Context: an optimization exercise on an open-source flow, tuned for small area. The choices shown serve that exercise and are no tape-out recipe. The RTL was checked by simulation tests, not by an equivalence proof against the original design. Power is estimated from default activity; no workload was simulated.

===== run.sh =====
#!/bin/bash
# synth_recipe.tcl (not shown) runs the flow's synth.tcl, then flattens the netlist and writes it again
# the make line also repeats each setting of config.mk as NAME=value (left out here)
make -C /OpenROAD-flow-scripts/flow DESIGN_CONFIG=/design/flow/config.mk WORK_HOME=/design/flow/orfs CLKGATE_MAP_FILE= SYNTH_SCRIPT=/design/flow/synth_recipe.tcl finish

===== config.mk =====
export PLATFORM = sky130hd
export DESIGN_NAME = ddr2_ctrl_top
export DESIGN_NICKNAME = ddr2_ctrl_top
export VERILOG_FILES = /design/flow/design.v
export SDC_FILE = /design/flow/constraint.sdc
export NUM_CORES = 4
export LEC_CHECK = 0
export CAP_MARGIN = 20
export CORE_MARGIN = 2
export CORE_UTILIZATION = 40
export PLACE_DENSITY = 0.6
export SLEW_MARGIN = 20

===== constraint.sdc =====
create_clock -name core_clock -period 5.0 [get_ports {clk}]
set_input_delay 1.0000 -clock core_clock [delete_from_list [all_inputs] [get_ports {clk}]]
set_output_delay 1.0000 -clock core_clock [all_outputs]
set_load 0.01 [all_outputs]

===== design.v =====
`timescale 1ns/1ps
module ddr2_ctrl #
  (
   parameter BANK_WIDTH    = 2,
   parameter COL_WIDTH     = 10,
   parameter CS_BITS       = 0,
   parameter CS_NUM        = 1,
   parameter ROW_WIDTH     = 14,
   parameter ADDITIVE_LAT  = 0,
   parameter BURST_LEN     = 4,
   parameter CAS_LAT       = 5,
   parameter ECC_ENABLE    = 0,
   parameter REG_ENABLE    = 1,
   parameter TREFI_NS      = 7800,
   parameter TRAS          = 40000,
   parameter TRCD          = 15000,
   parameter TRRD          = 10000,
   parameter TRFC          = 105000,
   parameter TRP           = 15000,
   parameter TRTP          = 7500,
   parameter TWR           = 15000,
   parameter TWTR          = 10000,
   parameter CLK_PERIOD    = 3000,
   parameter MULTI_BANK_EN = 1,
   parameter TWO_T_TIME_EN = 0,
   parameter DDR_TYPE      = 1
   )
  (
   input                   clk,
   input                   rst,
   input [2:0]             af_cmd,
   input [30:0]            af_addr,
   input                   af_empty,
   input                   phy_init_done,
   output                  ctrl_ref_flag,
   output                  ctrl_af_rden,
   output reg              ctrl_wren,
   output reg              ctrl_rden,
   output [ROW_WIDTH-1:0]  ctrl_addr,
   output [BANK_WIDTH-1:0] ctrl_ba,
   output                  ctrl_ras_n,
   output                  ctrl_cas_n,
   output                  ctrl_we_n,
   output [CS_NUM-1:0]     ctrl_cs_n
   );
  localparam ROW_RANGE_START     = COL_WIDTH;
  localparam ROW_RANGE_END       = ROW_WIDTH + ROW_RANGE_START - 1;
  localparam BANK_RANGE_START    = ROW_RANGE_END + 1;
  localparam BANK_RANGE_END      = BANK_WIDTH + BANK_RANGE_START - 1;
  localparam CS_RANGE_START      = BANK_RANGE_START + BANK_WIDTH;
  localparam CS_RANGE_END        = CS_BITS + CS_RANGE_START - 1;
  localparam CMP_WIDTH            = CS_BITS + BANK_WIDTH + ROW_WIDTH;
  localparam CMP_ROW_RANGE_START  = 0;
  localparam CMP_ROW_RANGE_END    = ROW_WIDTH + CMP_ROW_RANGE_START - 1;
  localparam CMP_BANK_RANGE_START = CMP_ROW_RANGE_END + 1;
  localparam CMP_BANK_RANGE_END   = BANK_WIDTH + CMP_BANK_RANGE_START - 1;
  localparam CMP_CS_RANGE_START   = CMP_BANK_RANGE_END + 1;
  localparam CMP_CS_RANGE_END     = CS_BITS + CMP_CS_RANGE_START-1;
  localparam BURST_LEN_DIV2      = BURST_LEN / 2;
  localparam OPEN_BANK_NUM       = 4;
  localparam CS_BITS_FIX         = (CS_BITS == 0) ? 1 : CS_BITS;
  localparam integer TRAS_CYC = (TRAS + CLK_PERIOD)/CLK_PERIOD;
  localparam integer TRRD_CYC = (TRRD + CLK_PERIOD)/CLK_PERIOD;
  localparam integer TRCD_CYC = (((TRCD + CLK_PERIOD)/CLK_PERIOD) >
                                 ADDITIVE_LAT )?
             ((TRCD+CLK_PERIOD)/ CLK_PERIOD) - ADDITIVE_LAT : 0;
  localparam integer TRFC_CYC = (TRFC + CLK_PERIOD)/CLK_PERIOD;
  localparam integer TRP_CYC =  ((TRP + CLK_PERIOD)/CLK_PERIOD) +1;
  localparam integer TRTP_TMP_MIN = (((TRTP + CLK_PERIOD)/CLK_PERIOD) >= 2)?
                                     ((TRTP + CLK_PERIOD)/CLK_PERIOD) : 2;
  localparam integer TRTP_CYC = TRTP_TMP_MIN + ADDITIVE_LAT
                                + BURST_LEN_DIV2 - 2;
  localparam integer WR_LAT = (DDR_TYPE > 0) ? CAS_LAT + ADDITIVE_LAT - 1 : 1;
  localparam integer TWR_CYC = ((TWR + CLK_PERIOD)/CLK_PERIOD) +
             WR_LAT + BURST_LEN_DIV2 ;
  localparam integer TWTR_TMP_MIN = (TWTR + CLK_PERIOD)/CLK_PERIOD;
  localparam integer TWTR_CYC = (DDR_TYPE > 0) ? (TWTR_TMP_MIN + (CAS_LAT -1)
                                 + BURST_LEN_DIV2 ): 2;
  localparam TRTW_CYC = (DDR_TYPE > 0) ? BURST_LEN_DIV2 + 4 :
             (CAS_LAT == 25) ? 2 + BURST_LEN_DIV2 : CAS_LAT + BURST_LEN_DIV2;
  localparam integer CAS_LAT_RD = (CAS_LAT == 25) ? 2 : CAS_LAT;
  localparam TRAS_COUNT = (TRAS_CYC > 0) ? TRAS_CYC : 0;
  localparam TRCD_COUNT = (TRCD_CYC > 0) ? TRCD_CYC : 0;
  localparam TRRD_COUNT = (TRRD_CYC > 0) ? TRRD_CYC : 0;
  localparam TRFC_COUNT = (TRFC_CYC > 0) ? TRFC_CYC : 0;
  localparam TRP_COUNT  = (TRP_CYC > 0)  ? TRP_CYC  : 0;
  localparam TRTP_COUNT = (TRTP_CYC > 0) ? TRTP_CYC : 0;
  localparam TWR_COUNT  = (TWR_CYC > 0)  ? TWR_CYC  : 0;
  localparam TWTR_COUNT = (TWTR_CYC > 0) ? TWTR_CYC : 0;
  localparam TRTW_COUNT = (TRTW_CYC > 0) ? TRTW_CYC : 0;
  localparam TREFI_COUNT = ((TREFI_NS * 1000)/CLK_PERIOD) - 1;
  localparam   CTRL_IDLE                =     5'h00;
  localparam   CTRL_PRECHARGE           =     5'h01;
  localparam   CTRL_PRECHARGE_WAIT      =     5'h02;
  localparam   CTRL_AUTO_REFRESH        =     5'h03;
  localparam   CTRL_AUTO_REFRESH_WAIT   =     5'h04;
  localparam   CTRL_ACTIVE              =     5'h05;
  localparam   CTRL_ACTIVE_WAIT         =     5'h06;
  localparam   CTRL_BURST_READ          =     5'h07;
  localparam   CTRL_READ_WAIT           =     5'h08;
  localparam   CTRL_BURST_WRITE         =     5'h09;
  localparam   CTRL_WRITE_WAIT          =     5'h0A;
  localparam   CTRL_PRECHARGE_WAIT1     =     5'h0B;
  reg [CMP_WIDTH-1:0]                      act_addr_r;
  wire [30:0]                              af_addr_r;
  reg [30:0]                               af_addr_r1;
  reg [30:0]                               af_addr_r2;
  reg [30:0]                               af_addr_r3;
  wire [2:0]                               af_cmd_r;
  reg [2:0]                                af_cmd_r1;
  reg [2:0]                                af_cmd_r2;
  reg                                      af_valid_r;
  reg                                      af_valid_r1;
  reg                                      af_valid_r2;
  reg [CS_BITS_FIX :0]                     auto_cnt_r;
  reg                                      auto_ref_r;
  reg [(OPEN_BANK_NUM*CMP_WIDTH)-1:0]      bank_cmp_addr_r;
  reg [OPEN_BANK_NUM-1:0]                  bank_hit;
  reg [OPEN_BANK_NUM-1:0]                  bank_hit_r;
  reg [OPEN_BANK_NUM-1:0]                  bank_hit_r1;
  reg [OPEN_BANK_NUM-1:0]                  bank_valid_r;
  reg                                      bank_conflict_r;
  reg                                      conflict_resolved_r;
  reg                                      ctrl_af_rden_r;
  reg                                      conflict_detect_r;
  wire                                     conflict_detect;
  reg                                      cs_change_r;
  reg                                      cs_change_sticky_r;
  reg [ROW_WIDTH-1:0]                      ddr_addr_r;
  wire [ROW_WIDTH-1:0]                     ddr_addr_col;
  wire [ROW_WIDTH-1:0]                     ddr_addr_row;
  reg [BANK_WIDTH-1:0]                     ddr_ba_r;
  reg                                      ddr_cas_n_r;
  reg [CS_NUM-1:0]                         ddr_cs_n_r;
  reg                                      ddr_ras_n_r;
  reg                                      ddr_we_n_r;
  reg [4:0]                                next_state;
  reg                                      no_precharge_wait_r;
  reg                                      no_precharge_r;
  reg                                      no_precharge_r1;
  reg                                      phy_init_done_r;
  reg [4:0]                                precharge_ok_cnt_r;
  reg                                      precharge_ok_r;
  reg [4:0]                                ras_cnt_r;
  reg [3:0]                                rcd_cnt_r;
  reg                                      rcd_cnt_ok_r;
  reg [2:0]                                rdburst_cnt_r;
  reg                                      rdburst_ok_r;
  reg                                      rdburst_rden_ok_r;
  reg                                      rd_af_flag_r;
  wire                                     rd_flag;
  reg                                      rd_flag_r;
  reg [4:0]                                rd_to_wr_cnt_r;
  reg                                      rd_to_wr_ok_r;
  reg                                      ref_flag_r;
  reg [11:0]                               refi_cnt_r;
  reg                                      refi_cnt_ok_r;
  reg                                      rst_r
                                            ;
  reg                                      rst_r1
                                            ;
  reg [7:0]                                rfc_cnt_r;
  reg                                      rfc_ok_r;
  reg [3:0]                                row_miss;
  reg [3:0]                                row_conflict_r;
  reg [3:0]                                rp_cnt_r;
  reg                                      rp_cnt_ok_r;
  reg [CMP_WIDTH-1:0]                      sb_open_add_r;
  reg [4:0]                                state_r;
  reg [4:0]                                state_r1;
  wire                                     sm_rden;
  reg                                      sm_rden_r;
  reg [2:0]                                trrd_cnt_r;
  reg                                      trrd_cnt_ok_r;
  reg [2:0]                                two_t_enable_r;
  reg [CS_NUM-1:0]                         two_t_enable_r1;
  reg [2:0]                                wrburst_cnt_r;
  reg                                      wrburst_ok_r;
  reg                                      wrburst_wren_ok_r;
  wire                                     wr_flag;
  reg                                      wr_flag_r;
  reg [4:0]                                wr_to_rd_cnt_r;
  reg                                      wr_to_rd_ok_r;
  assign sm_rden = ((state_r == CTRL_BURST_WRITE) ||
                    (state_r == CTRL_BURST_READ)) ;
  assign ctrl_af_rden = sm_rden || rd_af_flag_r;
  always @(posedge clk) begin
    rst_r  <= rst;
    rst_r1 <= rst_r;
  end
  assign wr_flag = (af_valid_r2) ? ((af_cmd_r2 == 3'b000) ? 1'b1 : 1'b0): 1'b0;
  assign rd_flag = (af_valid_r2) ? ((af_cmd_r2 == 3'b001) ? 1'b1 : 1'b0): 1'b0;
  always @(posedge clk) begin
    rd_flag_r <= rd_flag;
    wr_flag_r <= wr_flag;
  end
  always @(posedge clk) begin
    if (rst_r1)
      rd_af_flag_r <= 1'd0;
    else if((ctrl_af_rden_r) ||
            (rd_af_flag_r && (af_valid_r || af_valid_r1)))
         rd_af_flag_r <= 1'd0;
    else if (~af_valid_r1 || ~af_valid_r)
         rd_af_flag_r <= 1'd1;
  end
  always @(posedge clk) begin
    if (rst_r1)begin
      af_valid_r <= 1'd0;
    end else begin
      if (ctrl_af_rden_r || sm_rden_r || ~af_valid_r1
          || ~af_valid_r2)begin
        af_valid_r <= ctrl_af_rden_r;
      end
    end
  end
  assign af_addr_r = af_addr;
  assign af_cmd_r = af_cmd;
  always@(posedge clk) begin
    if (rst_r1)begin
      af_valid_r1 <= 1'd0;
      af_addr_r1 <= {31{1'b0}};
      af_cmd_r1 <= {3{1'b0}};
    end else if (~af_valid_r1 || sm_rden_r ||
                  ~af_valid_r2) begin
      af_valid_r1 <= af_valid_r;
      af_addr_r1 <= af_addr_r;
      af_cmd_r1 <= af_cmd_r;
    end
  end
  always@(posedge clk) begin
    if (rst_r1)begin
      af_valid_r2 <= 1'd0;
      af_addr_r2 <= {31{1'b0}};
      af_cmd_r2 <= {3{1'b0}};
      bank_hit_r <= {OPEN_BANK_NUM{1'b0}};
      bank_conflict_r <= 1'b0;
      row_conflict_r <= 4'b0;
    end else if(sm_rden || ~af_valid_r2)begin
      af_valid_r2 <= af_valid_r1;
      af_addr_r2 <= af_addr_r1;
      af_cmd_r2 <= af_cmd_r1;
      if(MULTI_BANK_EN)begin
        bank_hit_r <= bank_hit;
        row_conflict_r <= row_miss;
        bank_conflict_r <= (~(|bank_hit));
      end else begin
        bank_hit_r <= {OPEN_BANK_NUM{1'b0}};
        bank_conflict_r <= 1'd0;
        row_conflict_r[0] <= (af_addr_r1[CS_RANGE_END:ROW_RANGE_START]
                              != sb_open_add_r[CMP_WIDTH-1:0]);
      end
    end
  end  
  generate
    if(CS_NUM > 1) begin: gen_cs_change
       always @(posedge clk) begin
          if(sm_rden || ~af_valid_r2)begin
            cs_change_r <= af_addr_r1[CS_RANGE_END:CS_RANGE_START] !=
                       af_addr_r2[CS_RANGE_END:CS_RANGE_START] ;
            cs_change_sticky_r <=
             af_addr_r1[CS_RANGE_END:CS_RANGE_START] !=
             af_addr_r2[CS_RANGE_END:CS_RANGE_START] ;
          end else
            cs_change_r <= 1'd0;
       end
    end  
    else begin: gen_cs_0
       always @(posedge clk) begin
          cs_change_r <= 1'd0;
          cs_change_sticky_r <= 1'd0;
       end
    end
 endgenerate
  assign conflict_detect = (MULTI_BANK_EN) ?
                           ((|(row_conflict_r[3:0] & bank_hit_r[3:0]))
                            | bank_conflict_r) & af_valid_r2 :
                           row_conflict_r[0] & af_valid_r2;
  always @(posedge clk) begin
    conflict_detect_r <= conflict_detect;
    sm_rden_r <= sm_rden;
    af_addr_r3 <= af_addr_r2;
    ctrl_af_rden_r <= ctrl_af_rden & ~af_empty;
  end
  always @(posedge clk) begin
   conflict_resolved_r <= (act_addr_r ==
                           af_addr_r2[CS_RANGE_END:ROW_RANGE_START]);
    if((state_r == CTRL_ACTIVE))
      act_addr_r <= af_addr_r2[CS_RANGE_END:ROW_RANGE_START];
  end
  genvar bank_i;
  generate  
    if(MULTI_BANK_EN) begin: gen_multi_bank_open
      for (bank_i = 0; bank_i < OPEN_BANK_NUM;
           bank_i = bank_i + 1) begin: gen_bank_hit1
        always @(*) begin
          bank_hit[bank_i]
            = ((bank_cmp_addr_r[(CMP_WIDTH*(bank_i+1))-1:
                                (CMP_WIDTH*bank_i)+ROW_WIDTH] ==
                af_addr_r1[CS_RANGE_END:BANK_RANGE_START]) &&
               bank_valid_r[bank_i]);
          row_miss[bank_i]
            = (bank_cmp_addr_r[(CMP_WIDTH*bank_i)+ROW_WIDTH-1:
                               (CMP_WIDTH*bank_i)] !=
               af_addr_r1[ROW_RANGE_END:ROW_RANGE_START]);
        end
      end
      always @(posedge clk) begin
        no_precharge_wait_r  <= bank_valid_r[3] & bank_conflict_r;
        bank_hit_r1 <= bank_hit_r;
      end
      always@(*)
        no_precharge_r = ~bank_valid_r[3] & bank_conflict_r;
      always@(posedge clk)
        no_precharge_r1 <= no_precharge_r;
      always @(posedge clk) begin
        if ((state_r1 == CTRL_AUTO_REFRESH)) begin
          bank_valid_r    <= {(OPEN_BANK_NUM-1){1'b0}};
          bank_cmp_addr_r <= {(OPEN_BANK_NUM*CMP_WIDTH-1){1'b0}};
        end else begin
          if (state_r1 == CTRL_ACTIVE) begin
            bank_cmp_addr_r[CMP_WIDTH-1:0]
              <= af_addr_r3[CS_RANGE_END:ROW_RANGE_START];
            bank_valid_r[0] <= 1'b1;
            case ({bank_hit_r1[2:0]})
              3'b001: begin
                bank_cmp_addr_r[CMP_WIDTH-1:0]
                  <= af_addr_r3[CS_RANGE_END:ROW_RANGE_START];
                bank_valid_r[0] <= 1'b1;
              end
              3'b010: begin  
                bank_cmp_addr_r[(2*CMP_WIDTH)-1:CMP_WIDTH]
                  <= bank_cmp_addr_r[CMP_WIDTH-1:0];
                bank_valid_r[1] <= bank_valid_r[0];
              end
              3'b100:begin  
                bank_cmp_addr_r[(2*CMP_WIDTH)-1:CMP_WIDTH]
                  <= bank_cmp_addr_r[CMP_WIDTH-1:0];
                bank_cmp_addr_r[(3*CMP_WIDTH)-1:2*CMP_WIDTH]
                  <= bank_cmp_addr_r[(2*CMP_WIDTH)-1:CMP_WIDTH];
                bank_valid_r[1] <= bank_valid_r[0];
                bank_valid_r[2] <= bank_valid_r[1];
              end
              default: begin  
                bank_cmp_addr_r[(2*CMP_WIDTH)-1:CMP_WIDTH]
                  <= bank_cmp_addr_r[CMP_WIDTH-1:0];
                bank_cmp_addr_r[(3*CMP_WIDTH)-1:2*CMP_WIDTH]
                  <= bank_cmp_addr_r[(2*CMP_WIDTH)-1:CMP_WIDTH];
                bank_cmp_addr_r[(4*CMP_WIDTH)-1:3*CMP_WIDTH]
                  <= bank_cmp_addr_r[(3*CMP_WIDTH)-1:2*CMP_WIDTH];
                bank_valid_r[1] <= bank_valid_r[0];
                bank_valid_r[2] <= bank_valid_r[1];
                bank_valid_r[3] <= bank_valid_r[2];
              end
            endcase
          end
        end
      end
    end else begin: gen_single_bank_open  
      always @(posedge clk) begin
        no_precharge_r       <= 1'd0;
        no_precharge_r1      <= 1'd0;
        no_precharge_wait_r  <= 1'd0;
        if (rst_r1)
          sb_open_add_r <= {CMP_WIDTH{1'b0}};
        else if (state_r == CTRL_ACTIVE)
          sb_open_add_r <= af_addr_r2[CS_RANGE_END:ROW_RANGE_START];
      end
    end
  endgenerate
  always @(posedge clk) begin
    if (state_r == CTRL_BURST_WRITE) begin
      wrburst_cnt_r <= BURST_LEN_DIV2;
    end else if (wrburst_cnt_r >= 3'd1)
      wrburst_cnt_r <= wrburst_cnt_r - 1;
  end  
  always @(posedge clk) begin
    if (rst_r1) begin
      ctrl_wren   <= 1'b0;
    end else if (state_r == CTRL_BURST_WRITE) begin
      ctrl_wren   <= 1'b1;
    end else if (wrburst_wren_ok_r)
      ctrl_wren   <= 1'b0;
  end
  always @(posedge clk) begin
    if ((state_r == CTRL_BURST_WRITE)
        && (BURST_LEN_DIV2 > 2))
      wrburst_ok_r <= 1'd0;
    else if ((wrburst_cnt_r <= 3'd3) ||
             (BURST_LEN_DIV2 <= 2))
      wrburst_ok_r <= 1'b1;
  end
  always @(posedge clk) begin
     if(wrburst_cnt_r == 3'd2)
       wrburst_wren_ok_r <=1'b1;
     else
       wrburst_wren_ok_r <= 1'b0;
  end
  always @(posedge clk) begin
   if (state_r == CTRL_BURST_READ) begin
      rdburst_cnt_r <= BURST_LEN_DIV2;
    end else if (rdburst_cnt_r >= 3'd1)
      rdburst_cnt_r <= rdburst_cnt_r - 1;
  end  
   always @(posedge clk) begin
    if (rst_r1) begin
      ctrl_rden   <= 1'b0;
    end else if (state_r == CTRL_BURST_READ) begin
      ctrl_rden   <= 1'b1;
    end else if (rdburst_rden_ok_r)
      ctrl_rden   <= 1'b0;
   end
  always @(posedge clk) begin
    if ((state_r == CTRL_BURST_READ)
        && (BURST_LEN_DIV2 > 2))
      rdburst_ok_r <= 1'd0;
    else if ((rdburst_cnt_r <=( 3'd3 - cs_change_sticky_r)) ||
             (BURST_LEN_DIV2 <= 2))
      rdburst_ok_r <= 1'b1;
  end
  always @(posedge clk) begin
     if (rdburst_cnt_r == 3'd2)
       rdburst_rden_ok_r <= 1'b1;
     else
       rdburst_rden_ok_r <= 1'b0;
  end
  always @(posedge clk) begin
    if (state_r == CTRL_PRECHARGE)
      rp_cnt_r <= TRP_COUNT;
    else if (rp_cnt_r != 4'd0)
      rp_cnt_r <= rp_cnt_r - 1;
  end
  always @(posedge clk) begin
    if (state_r == CTRL_PRECHARGE)
      rp_cnt_ok_r <= 1'd0;
    else if (rp_cnt_r <= 4'd3)
      rp_cnt_ok_r <= 1'd1;
  end
  always @(posedge clk) begin
    if (state_r == CTRL_AUTO_REFRESH)
      rfc_cnt_r <= TRFC_COUNT;
    else if (rfc_cnt_r != 8'd0)
      rfc_cnt_r <= rfc_cnt_r - 1;
  end
  always @(posedge clk) begin
    if (state_r == CTRL_AUTO_REFRESH)
      rfc_ok_r <= 1'b0;
    else if(rfc_cnt_r <= 8'd3)
      rfc_ok_r <= 1'b1;
  end
  always @(posedge clk) begin
    if (state_r == CTRL_ACTIVE)
      rcd_cnt_r <= TRCD_COUNT;
    else if (rcd_cnt_r != 4'd0)
      rcd_cnt_r <= rcd_cnt_r - 1;
  end
  always @(posedge clk) begin
    if ((state_r == CTRL_ACTIVE)
        && (TRCD_COUNT > 2))
      rcd_cnt_ok_r <= 1'd0;
    else if (rcd_cnt_r <= 4'd3)
      rcd_cnt_ok_r <= 1;
  end
  always @(posedge clk) begin
    if (state_r == CTRL_ACTIVE)
      trrd_cnt_r <= TRRD_COUNT;
    else if (trrd_cnt_r != 3'd0)
      trrd_cnt_r <= trrd_cnt_r - 1;
  end
  always @(posedge clk) begin
    if (state_r == CTRL_ACTIVE)
      trrd_cnt_ok_r <= 1'd0;
    else if (trrd_cnt_r <= 3'd3)
      trrd_cnt_ok_r <= 1;
  end
  always @(posedge clk) begin
    if (state_r == CTRL_ACTIVE)
      ras_cnt_r <= TRAS_COUNT;
    else if (ras_cnt_r != 5'd0)
      ras_cnt_r <= ras_cnt_r - 1;
  end
  always @(posedge clk) begin
    if (state_r == CTRL_BURST_READ) begin
      if (precharge_ok_cnt_r < TRTP_COUNT)
        precharge_ok_cnt_r <= TRTP_COUNT;
    end else if (state_r == CTRL_BURST_WRITE)
      precharge_ok_cnt_r <= TWR_COUNT;
    else if (state_r == CTRL_ACTIVE)
      precharge_ok_cnt_r <= TRAS_COUNT;
    else if (precharge_ok_cnt_r != 5'd0)
      precharge_ok_cnt_r <= precharge_ok_cnt_r - 1;
  end
  always @(posedge clk) begin
    if ((state_r == CTRL_BURST_READ) ||
        (state_r == CTRL_BURST_WRITE)||
        (state_r == CTRL_ACTIVE))
      precharge_ok_r <= 1'd0;
    else if(precharge_ok_cnt_r <= 5'd3)
      precharge_ok_r <=1'd1;
  end
  always @(posedge clk) begin
    if (rst_r1)
      wr_to_rd_cnt_r <= 5'd0;
    else if (state_r == CTRL_BURST_WRITE)
      wr_to_rd_cnt_r <= (TWTR_COUNT);
    else if (wr_to_rd_cnt_r != 5'd0)
      wr_to_rd_cnt_r <= wr_to_rd_cnt_r - 1;
  end
  always @(posedge clk) begin
    if (state_r == CTRL_BURST_WRITE)
      wr_to_rd_ok_r <= 1'd0;
    else if (wr_to_rd_cnt_r <= 5'd3)
      wr_to_rd_ok_r <= 1'd1;
  end
  always @(posedge clk) begin
    if (rst_r1)
      rd_to_wr_cnt_r <= 5'd0;
    else if (state_r == CTRL_BURST_READ)
      rd_to_wr_cnt_r <= (TRTW_COUNT);
    else if (rd_to_wr_cnt_r != 5'd0)
      rd_to_wr_cnt_r <= rd_to_wr_cnt_r - 1;
  end
  always @(posedge clk) begin
    if (state_r == CTRL_BURST_READ)
      rd_to_wr_ok_r <= 1'b0;
    else if (rd_to_wr_cnt_r <= 5'd3)
      rd_to_wr_ok_r <= 1'b1;
  end
  always @(posedge clk) begin
     if(refi_cnt_r == (TREFI_COUNT -1))
       refi_cnt_ok_r <= 1'b1;
     else
       refi_cnt_ok_r <= 1'b0;
  end
  always @(posedge clk) begin
    if ((rst_r1) || (refi_cnt_ok_r))  begin
      refi_cnt_r <= 12'd0;
    end else begin
      refi_cnt_r <= refi_cnt_r + 1;
    end
  end  
  always @(posedge clk) begin
    if (refi_cnt_ok_r) begin
      ref_flag_r <= 1'b1;
    end else begin
      ref_flag_r <= 1'b0;
    end
  end  
  assign ctrl_ref_flag = ref_flag_r;
  always @(posedge clk)begin
    if (rst_r1)
      auto_ref_r <= 1'b0;
    else if (ref_flag_r)
      auto_ref_r <= 1'b1;
    else if (state_r == CTRL_AUTO_REFRESH)
      auto_ref_r <= 1'b0;
  end
  always @(posedge clk)begin
    if (rst_r1 || (state_r1 == CTRL_PRECHARGE))
      auto_cnt_r <= 'd0;
    else if (state_r1 == CTRL_AUTO_REFRESH)
      auto_cnt_r <= auto_cnt_r + 1;
  end
  always @(posedge clk)
    phy_init_done_r <= phy_init_done;
  always @(posedge clk)begin
    if (rst_r1) begin
      state_r    <= CTRL_IDLE;
      state_r1 <= CTRL_IDLE;
    end else begin
      state_r    <= next_state;
      state_r1 <= state_r;
    end
  end
  always @(*) begin
    next_state = state_r;
    (* full_case, parallel_case *) case (state_r)
      CTRL_IDLE: begin
        if (phy_init_done_r)
          next_state = CTRL_AUTO_REFRESH;
      end
      CTRL_PRECHARGE: begin
        if (auto_ref_r)
          next_state = CTRL_PRECHARGE_WAIT1;
        else if (no_precharge_wait_r && !TWO_T_TIME_EN)
          next_state = CTRL_ACTIVE;
        else
          next_state = CTRL_PRECHARGE_WAIT;
      end
      CTRL_PRECHARGE_WAIT:begin
        if (rp_cnt_ok_r)begin
          if (auto_ref_r)
            next_state = CTRL_PRECHARGE;
          else
            next_state = CTRL_ACTIVE;
        end
      end
      CTRL_PRECHARGE_WAIT1:
        if (rp_cnt_ok_r)
          next_state = CTRL_AUTO_REFRESH;
      CTRL_AUTO_REFRESH:
        next_state = CTRL_AUTO_REFRESH_WAIT;
      CTRL_AUTO_REFRESH_WAIT:
        if (auto_cnt_r < (CS_NUM))begin
           if (rfc_ok_r )
              next_state = CTRL_AUTO_REFRESH;
           end else if (rfc_ok_r)begin
              if(auto_ref_r)
                next_state = CTRL_PRECHARGE;
              else if  ( wr_flag || rd_flag)
                next_state = CTRL_ACTIVE;
            end
      CTRL_ACTIVE:
        next_state = CTRL_ACTIVE_WAIT;
      CTRL_ACTIVE_WAIT: begin
        if (rcd_cnt_ok_r) begin
          if ((conflict_detect_r && ~conflict_resolved_r) ||
              auto_ref_r) begin
            if (no_precharge_r1 && ~auto_ref_r && trrd_cnt_ok_r)
              next_state = CTRL_ACTIVE;
            else  if(precharge_ok_r)
              next_state = CTRL_PRECHARGE;
          end else if ((wr_flag_r) && (rd_to_wr_ok_r))
            next_state = CTRL_BURST_WRITE;
          else if ((rd_flag_r)&& (wr_to_rd_ok_r))
            next_state = CTRL_BURST_READ;
        end
      end
      CTRL_BURST_WRITE: begin
        if (BURST_LEN_DIV2 == 1) begin
          if (wr_flag)
            next_state = CTRL_BURST_WRITE;
          else
            next_state = CTRL_WRITE_WAIT;
        end else
          next_state = CTRL_WRITE_WAIT;
      end
      CTRL_WRITE_WAIT: begin
        if ((conflict_detect) || auto_ref_r) begin
          if (no_precharge_r && ~auto_ref_r && wrburst_ok_r)
            next_state = CTRL_ACTIVE;
          else if (precharge_ok_r)
            next_state = CTRL_PRECHARGE;
        end else if (wrburst_ok_r && wr_flag)
          next_state = CTRL_BURST_WRITE;
        else if ((rd_flag) && (wr_to_rd_ok_r))
          next_state = CTRL_BURST_READ;
      end
      CTRL_BURST_READ: begin
        if (BURST_LEN_DIV2 == 1) begin
          if (rd_flag)
            next_state = CTRL_BURST_READ;
          else
            next_state = CTRL_READ_WAIT;
        end else
          next_state = CTRL_READ_WAIT;
      end
      CTRL_READ_WAIT: begin
        if ((conflict_detect) || auto_ref_r)begin
          if (no_precharge_r && ~auto_ref_r && rdburst_ok_r)
            next_state = CTRL_ACTIVE;
          else if (precharge_ok_r)
            next_state = CTRL_PRECHARGE;
        end else if (rdburst_ok_r  && rd_flag && ~cs_change_r)
          next_state = CTRL_BURST_READ;
        else if (wr_flag && (rd_to_wr_ok_r))
          next_state = CTRL_BURST_WRITE;
      end
    endcase
  end
  always @(posedge clk) begin
     if ((state_r == CTRL_AUTO_REFRESH) ||
         (state_r == CTRL_ACTIVE) ||
         (state_r == CTRL_PRECHARGE)) begin
       ddr_ras_n_r <= 1'b0;
       two_t_enable_r[0] <= 1'b0;
     end else begin
       if (TWO_T_TIME_EN)
         ddr_ras_n_r <= two_t_enable_r[0] ;
       else
         ddr_ras_n_r <= 1'd1;
       two_t_enable_r[0] <= 1'b1;
     end
  end
  always @(posedge clk)begin
    if ((state_r == CTRL_BURST_WRITE) ||
        (state_r == CTRL_BURST_READ) ||
        (state_r == CTRL_AUTO_REFRESH)) begin
      ddr_cas_n_r <= 1'b0;
      two_t_enable_r[1] <= 1'b0;
    end else begin
      if (TWO_T_TIME_EN)
        ddr_cas_n_r <= two_t_enable_r[1];
      else
        ddr_cas_n_r <= 1'b1;
      two_t_enable_r[1] <= 1'b1;
    end
  end
  always @(posedge clk) begin
    if ((state_r == CTRL_BURST_WRITE) ||
        (state_r == CTRL_PRECHARGE)) begin
      ddr_we_n_r <= 1'b0;
      two_t_enable_r[2] <= 1'b0;
    end else begin
      if(TWO_T_TIME_EN)
        ddr_we_n_r <= two_t_enable_r[2];
      else
        ddr_we_n_r <= 1'b1;
      two_t_enable_r[2] <= 1'b1;
    end
  end
  generate
    if (TWO_T_TIME_EN) begin: gen_addr_col_two_t
      if (COL_WIDTH == ROW_WIDTH-1) begin: gen_ddr_addr_col_0
        assign ddr_addr_col = {af_addr_r3[COL_WIDTH-1:10], 1'b0,
                               af_addr_r3[9:0]};
      end else begin
        if (COL_WIDTH > 10) begin: gen_ddr_addr_col_1
          assign ddr_addr_col = {{(ROW_WIDTH-COL_WIDTH-1){1'b0}},
                                 af_addr_r3[COL_WIDTH-1:10], 1'b0,
                                 af_addr_r3[9:0]};
        end else begin: gen_ddr_addr_col_2
          assign ddr_addr_col = {{(ROW_WIDTH-COL_WIDTH-1){1'b0}}, 1'b0,
                               af_addr_r3[COL_WIDTH-1:0]};
        end
      end
    end else begin: gen_addr_col_one_t
      if (COL_WIDTH == ROW_WIDTH-1) begin: gen_ddr_addr_col_0_1
        assign ddr_addr_col = {af_addr_r2[COL_WIDTH-1:10], 1'b0,
                               af_addr_r2[9:0]};
      end else begin
        if (COL_WIDTH > 10) begin: gen_ddr_addr_col_1_1
          assign ddr_addr_col = {{(ROW_WIDTH-COL_WIDTH-1){1'b0}},
                                 af_addr_r2[COL_WIDTH-1:10], 1'b0,
                                 af_addr_r2[9:0]};
        end else begin: gen_ddr_addr_col_2_1
          assign ddr_addr_col = {{(ROW_WIDTH-COL_WIDTH-1){1'b0}}, 1'b0,
                                 af_addr_r2[COL_WIDTH-1:0]};
        end
      end
    end
  endgenerate
  generate
    if (TWO_T_TIME_EN)
      assign ddr_addr_row = af_addr_r3[ROW_RANGE_END:ROW_RANGE_START];
    else
      assign ddr_addr_row = af_addr_r2[ROW_RANGE_END:ROW_RANGE_START];
  endgenerate
  always @(posedge clk)begin
    if ((state_r == CTRL_ACTIVE) ||
        ((state_r1 == CTRL_ACTIVE) && TWO_T_TIME_EN))
      ddr_addr_r <= ddr_addr_row;
    else if ((state_r == CTRL_BURST_WRITE) ||
             (state_r == CTRL_BURST_READ)  ||
             (((state_r1 == CTRL_BURST_WRITE) ||
               (state_r1 == CTRL_BURST_READ)) &&
              TWO_T_TIME_EN))
      ddr_addr_r <= ddr_addr_col;
    else if (((state_r == CTRL_PRECHARGE)  ||
              ((state_r1 == CTRL_PRECHARGE) && TWO_T_TIME_EN))
             && auto_ref_r) begin
      ddr_addr_r <= {ROW_WIDTH{1'b0}};
      ddr_addr_r[10] <= 1'b1;
    end else if ((state_r == CTRL_PRECHARGE) ||
                 ((state_r1 == CTRL_PRECHARGE) && TWO_T_TIME_EN))
      ddr_addr_r <= {ROW_WIDTH{1'b0}};
    else
      ddr_addr_r <= {ROW_WIDTH{1'b0}};
  end
  always @(posedge clk)begin
    if (((state_r == CTRL_PRECHARGE)  ||
         ((state_r1 == CTRL_PRECHARGE) && TWO_T_TIME_EN)) &&
        bank_conflict_r && MULTI_BANK_EN)
      ddr_ba_r <= bank_cmp_addr_r[(3*CMP_WIDTH)+CMP_BANK_RANGE_END:
                                  (3*CMP_WIDTH)+CMP_BANK_RANGE_START];
    else begin
      if (TWO_T_TIME_EN)
        ddr_ba_r <= af_addr_r3[BANK_RANGE_END:BANK_RANGE_START];
      else
        ddr_ba_r <= af_addr_r2[BANK_RANGE_END:BANK_RANGE_START];
    end
  end
  generate
    if (CS_BITS == 0) begin: gen_ddr_cs_0
      always @(posedge clk)
        if (rst_r1)
          ddr_cs_n_r[0] <= 1'b1;
        else
          ddr_cs_n_r[0] <= 1'b0;
      end else begin: gen_ddr_cs_1
      if(TWO_T_TIME_EN) begin: gen_2t_cs
         always @(posedge clk)
           if (rst_r1)
             ddr_cs_n_r <= {CS_NUM{1'b1}};
           else if ((state_r1 == CTRL_AUTO_REFRESH)) begin
             ddr_cs_n_r <= {CS_NUM{1'b1}};
             ddr_cs_n_r[auto_cnt_r] <= 1'b0;
           end else if (auto_ref_r && (state_r1 == CTRL_PRECHARGE)) begin
             ddr_cs_n_r <= {CS_NUM{1'b0}};
           end else if ((state_r1 == CTRL_PRECHARGE) && ( bank_conflict_r
                    && MULTI_BANK_EN))begin
                  ddr_cs_n_r <= {CS_NUM{1'b1}};
                  ddr_cs_n_r[bank_cmp_addr_r[(3*CMP_WIDTH)+CMP_CS_RANGE_END:
                  (3*CMP_WIDTH)+CMP_CS_RANGE_START]] <= 1'b0;
           end else begin
             ddr_cs_n_r <= {CS_NUM{1'b1}};
             ddr_cs_n_r[af_addr_r3[CS_RANGE_END:CS_RANGE_START]] <= 1'b0;
           end  
        end else begin: gen_1t_cs  
         always @(posedge clk)
           if (rst_r1)
             ddr_cs_n_r <= {CS_NUM{1'b1}};
           else if ((state_r == CTRL_AUTO_REFRESH) ) begin
             ddr_cs_n_r <= {CS_NUM{1'b1}};
             ddr_cs_n_r[auto_cnt_r] <= 1'b0;
           end else if (auto_ref_r && (state_r == CTRL_PRECHARGE) ) begin
             ddr_cs_n_r <= {CS_NUM{1'b0}};
           end else if ((state_r == CTRL_PRECHARGE)  &&
                 (bank_conflict_r && MULTI_BANK_EN))begin
                  ddr_cs_n_r <= {CS_NUM{1'b1}};
                  ddr_cs_n_r[bank_cmp_addr_r[(3*CMP_WIDTH)+CMP_CS_RANGE_END:
                  (3*CMP_WIDTH)+CMP_CS_RANGE_START]] <= 1'b0;
           end else begin
             ddr_cs_n_r <= {CS_NUM{1'b1}};
             ddr_cs_n_r[af_addr_r2[CS_RANGE_END:CS_RANGE_START]] <= 1'b0;
           end  
        end  
    end
  endgenerate
  always @(posedge clk)begin
     if(&two_t_enable_r)
        two_t_enable_r1 <= {CS_NUM{1'b1}};
     else
        two_t_enable_r1 <= {CS_NUM{1'b0}};
  end
  assign ctrl_addr  = ddr_addr_r;
  assign ctrl_ba    = ddr_ba_r;
  assign ctrl_ras_n = ddr_ras_n_r;
  assign ctrl_cas_n = ddr_cas_n_r;
  assign ctrl_we_n  = ddr_we_n_r;
  assign ctrl_cs_n  = (TWO_T_TIME_EN) ?
                      (ddr_cs_n_r | two_t_enable_r1) :
                      ddr_cs_n_r;
endmodule
`timescale 1ns/1ps
module ddr2_ctrl_top (
  input         clk,
  input         rst,
  input  [2:0]  af_cmd,
  input  [30:0] af_addr,
  input         af_empty,
  input         phy_init_done,
  output        ctrl_ref_flag,
  output        ctrl_af_rden,
  output        ctrl_wren,
  output        ctrl_rden,
  output [12:0] ctrl_addr,
  output [1:0]  ctrl_ba,
  output        ctrl_ras_n,
  output        ctrl_cas_n,
  output        ctrl_we_n,
  output [0:0]  ctrl_cs_n
);
  ddr2_ctrl #(
    .BANK_WIDTH    (2),
    .COL_WIDTH     (10),
    .CS_BITS       (0),
    .CS_NUM        (1),
    .ROW_WIDTH     (13),
    .ADDITIVE_LAT  (0),
    .BURST_LEN     (4),
    .CAS_LAT       (5),
    .ECC_ENABLE    (0),
    .REG_ENABLE    (1),
    .TREFI_NS      (7800),
    .TRAS          (45000),
    .TRCD          (15000),
    .TRRD          (10000),
    .TRFC          (127333),
    .TRP           (15000),
    .TRTP          (7500),
    .TWR           (15000),
    .TWTR          (10000),
    .CLK_PERIOD    (3759),
    .MULTI_BANK_EN (1),
    .TWO_T_TIME_EN (0),
    .DDR_TYPE      (1)
  ) u_ctrl (
    .clk           (clk),
    .rst           (rst),
    .af_cmd        (af_cmd),
    .af_addr       (af_addr),
    .af_empty      (af_empty),
    .phy_init_done (phy_init_done),
    .ctrl_ref_flag (ctrl_ref_flag),
    .ctrl_af_rden  (ctrl_af_rden),
    .ctrl_wren     (ctrl_wren),
    .ctrl_rden     (ctrl_rden),
    .ctrl_addr     (ctrl_addr),
    .ctrl_ba       (ctrl_ba),
    .ctrl_ras_n    (ctrl_ras_n),
    .ctrl_cas_n    (ctrl_cas_n),
    .ctrl_we_n     (ctrl_we_n),
    .ctrl_cs_n     (ctrl_cs_n)
  );
endmodule

==> summary.txt <==
ys async rst share=0%; diode count=0; maximum VDD drop=0.2324 mV; Final Instance Count excl. Fillers=1,635; post-synthesis sequential area ratio=51.02%; Setup crit end kind=output pin; drt wl/cell=14.39 um; Sw Share=27.73%; Routed Antenna Nets=0; final sum of negative setup slack=0 ns; Clock Path Buffers=3; CP max-delay cell=dfxtp_1; register-to-register setup slack=2.27 ns; Final Critical Period=3.688 ns; Bufs and invs on worst path=1; Synth Register Bits=274; PD cells=442.3 mW/mm^2; Worst Tran Pin Value=0.8395 ns; Die ar.=0.02921 sq mm; slowest cell delay on critical path=0.87 ns; fin crit share=73.75%; crit start category=flop; syn nets=1,276; starting density of the core=40.33%; kind of critical path=flop to output pin; Leakage=0.005127 uW; die height=170.9 um; number of hold buffers added after CTS=0; Fin. Hold Viols=0; ys flop type=dfxtp_1; Clk pwr share=36.3%; number of flops mapped to enable cells by yosys=20; worst path cell trace=nor3b_2 > o21a_2 > or2_2 > clkdlybuf4s50_1; clock root cell=clkbuf_16; Clock Skew=0.01054 ns; via/cell ratio=4.865; Worst EP arrival=2.69 ns; core area=0.02763 sq mm; Clock transition at path regs=0.07 ns; worst hold path type=flop to flop; Via Count=7,955; number of cells on the worst reg-to-reg path=4; PortBufs=54; Worst Path Required=4.00 ns; hold endpoint=u_ctrl.rst_r1$_DFF_P_; RSZ-0062 raised after global routing=no; CP top delay family=flip-flops; Fmax achieved=271.2 MHz; Die Span X=170.9 um; worst-path fanout max=26; r2r endpoint=u_ctrl.precharge_ok_cnt_r[1]$_SDFFCE_PN1P_; Nets=1,298; worst hold stages=0; Routability Congestion=0.8855; total CTS buffers=29; Design Area, Final=0.01283 sq mm; Area growth, synth to finish=15.18%; Tot GR Track Use=16.36%; H-tree Lvls=1; Comb pwr share=15.8%; final design utilization=46.45%; Synth Cell Area=0.01114 sq mm; Yosys cell types=73; status=timing/DRC/antenna clean; worst skew pair latency=0.55 ns; Reg-to-Reg Start=u_ctrl.state_r[1]$_SDFFE_PP0P_; largest net degree at the start of global routing=66; layout cell share with drive strength beyond 1=6.046%; Switch Pwr=1575 uW; GRT Residual Overflow=0; max cap viols=0; Hold Path Origin=u_ctrl.rst_r$_DFF_P_; # DRC=0; Min Hold Slack=0.3243 ns; Setup-failing EPs final=0; initial DRC count=410; share of power burned in registers=47.8%; CTS Sinks=274; average size of a mapped cell=9.194 sq um; initial antenna violation count=0; PostCTS Resize Cnt=0; Post-Route WL=23.53 mm; cells after synthesis=1,212; CTS tree=done; fin. max-slew vios=0; post-placement cell count=1,581; first-pass detailed-route iteration total=4; DP Area=0.01191 sq mm; vias in the first global route=7,673; std cell rows=61; post-DP HPWL=15.94 mm; Rel. slew slack=43.96%; first-pass GRT wire length=38.91 mm; Synthesis Warnings=1; I/O pin cnt=61; Int Power=4103 uW; postcts setup bufs=0
-- sequential cells by signal (all words and copies together), names as in the netlist, 4 cells and up --
signal and cells:
u_ctrl.af_addr_r1 25, u_ctrl.state_r1 5, u_ctrl.bank_hit_r 4, u_ctrl.act_addr_r 15, u_ctrl.row_conflict_r 4, u_ctrl.state_r 5, u_ctrl.wr_to_rd_cnt_r 5, u_ctrl.rfc_cnt_r 8
u_ctrl.ddr_addr_r 13, u_ctrl.rcd_cnt_r 4, u_ctrl.refi_cnt_r 12, u_ctrl.rd_to_wr_cnt_r 5, u_ctrl.bank_valid_r 4, u_ctrl.rp_cnt_r 4, u_ctrl.af_addr_r3 15, u_ctrl.af_addr_r2 25
u_ctrl.bank_cmp_addr_r 60, u_ctrl.precharge_ok_cnt_r 5
-- layout make-up --
class,instances,area [sq um]
inverter,36,135.1
sequential,274,5689
multi-input combinational,832,5019
timing repair buffer,61,593.1
tap,378,473.0
clock buffer,39,803.3
clock inverter,15,122.6
fill,2716,14790
-- synthesized netlist by cell type, types with 15 or more instances --
cell type / instances / area, sq um
a21oi_1: 114 / 570.6
buf_2: 25 / 125.1
clkbuf_1: 39 / 146.4
dfxtp_1: 254 / 5085
edfxtp_1: 20 / 600.6
ha_1: 26 / 325.3
inv_1: 35 / 131.4
mux2i_1: 49 / 490.5
nand2_1: 199 / 747.0
nand2b_1: 15 / 93.84
nand3_1: 16 / 80.08
nand4_1: 19 / 118.9
nor2_1: 109 / 409.1
nor2b_1: 17 / 106.4
nor3_1: 27 / 135.1
o21ai_0: 15 / 75.07
xnor2_1: 75 / 656.9
xor2_1: 28 / 245.2
-- through the flow --
step,setup slack (ns),power (uW)
floorplan,2.877,3439
global placement,1.919,3624
detailed placement,1.934,3662
CTS,1.316,5743
global route,1.195,6005
finish,1.312,5677
-- per-layer routing --
layer	global-route usage, %	up-vias	wire length, um
met2	26.93	108	10490
met4	4.237	0	393
met3	2.359	28	820
li1	-	4115	-
met1	22.59	3704	11830
met5	0	-	0
-- placed cells by master (no fill, tap or decap), drive strengths merged, types with 3 or more instances in the layout --
master	n
mux2i	49
clkbuf	39
o2111ai	3
a21o	3
nor2b	18
clkdlybuf4s50	54
ha	26
o31ai	3
a21oi	115
nor3b	7
or3	9
buf	7
inv	38
mux2	5
and2	10
o211ai	3
o21bai	4
edfxtp	20
xnor2	75
a311oi	4
nand2b	15
nand2	199
nor4	13
nand4	19
xor2	28
nand3	16
o21ai	17
nor2	111
clkinv	11
a31oi	7
nor3	28
dfxtp	254
a211oi	6
and3	6
or2	5
-- power groups by stage --
stage,registers (uW),logic (uW),clock network (uW)
finish,2720,898,2060
CTS,2710,908,2120
detailed placement,2760,902,0
global route,2750,1050,2200
global placement,2750,873,0
floorplan,2660,776,0
-- worst max-delay path by stage --
stage	to	depth (start not counted)	slack [ns]	from
2_1_floorplan	ctrl_af_rden	4	2.88	u_ctrl.state_r[3]$_SDFFE_PP0P_
3_3_place_gp	ctrl_af_rden	4	1.92	u_ctrl.state_r[1]$_SDFFE_PP0P_
3_5_place_dp	ctrl_af_rden	4	1.93	u_ctrl.state_r[1]$_SDFFE_PP0P_
4_1_cts	ctrl_af_rden	4	1.32	u_ctrl.state_r[1]$_SDFFE_PP0P_
5_1_grt	ctrl_af_rden	4	1.20	u_ctrl.state_r[1]$_SDFFE_PP0P_
6_report	ctrl_af_rden	4	1.31	u_ctrl.state_r[1]$_SDFFE_PP0P_
-- cells by family after synthesis --
group | after synthesis | share of synthesized area, %
AOI/OAI and AO/OA | 184 | 9.690
buffers and inverters | 106 | 4.087
muxes | 54 | 4.907
adders and majority gates | 27 | 3.009
xor gates and xnor gates | 103 | 8.096
other | 1 | 0.03365
DFF | 274 | 51.02
and+or+nand+nor | 463 | 19.16
-- worst register-to-register path, cell delays in order (launching register included) --
cell,delay [ns]
dfxtp_1,0.58
nor2b_1,0.52
nand2_1,0.56
inv_2,0.68
o21bai_1,0.12

==> port drivers added, routing unchanged <==
Ports are ideal in the flow. The routed layout listed here was re-timed in OpenROAD. Step 1, drivers: a clkbuf_16 drives clk and a buf_2 each remaining input, both assumed. Step 2 times the ports against the registers' clock, not the clock port: input delays grow and output delays shrink by t, the midpoint of the rising clock arrivals with the driver on. Slacks: ideal / step 1 / step 2; pairs: ideal / step 1.
t (ns): 0.593
setup WS [ns]: 1.312 / 1.265 / 1.858
worst hold slack (ns): 0.324 / 0.324 / 0.324
worst setup path after step 2: register to output
worst data-port slew with drivers (ns): 0.04
After both steps this run still meets setup and hold. For this run, drivers alone change the setup slack by -0.047 ns; drivers and shift together by +0.546 ns.
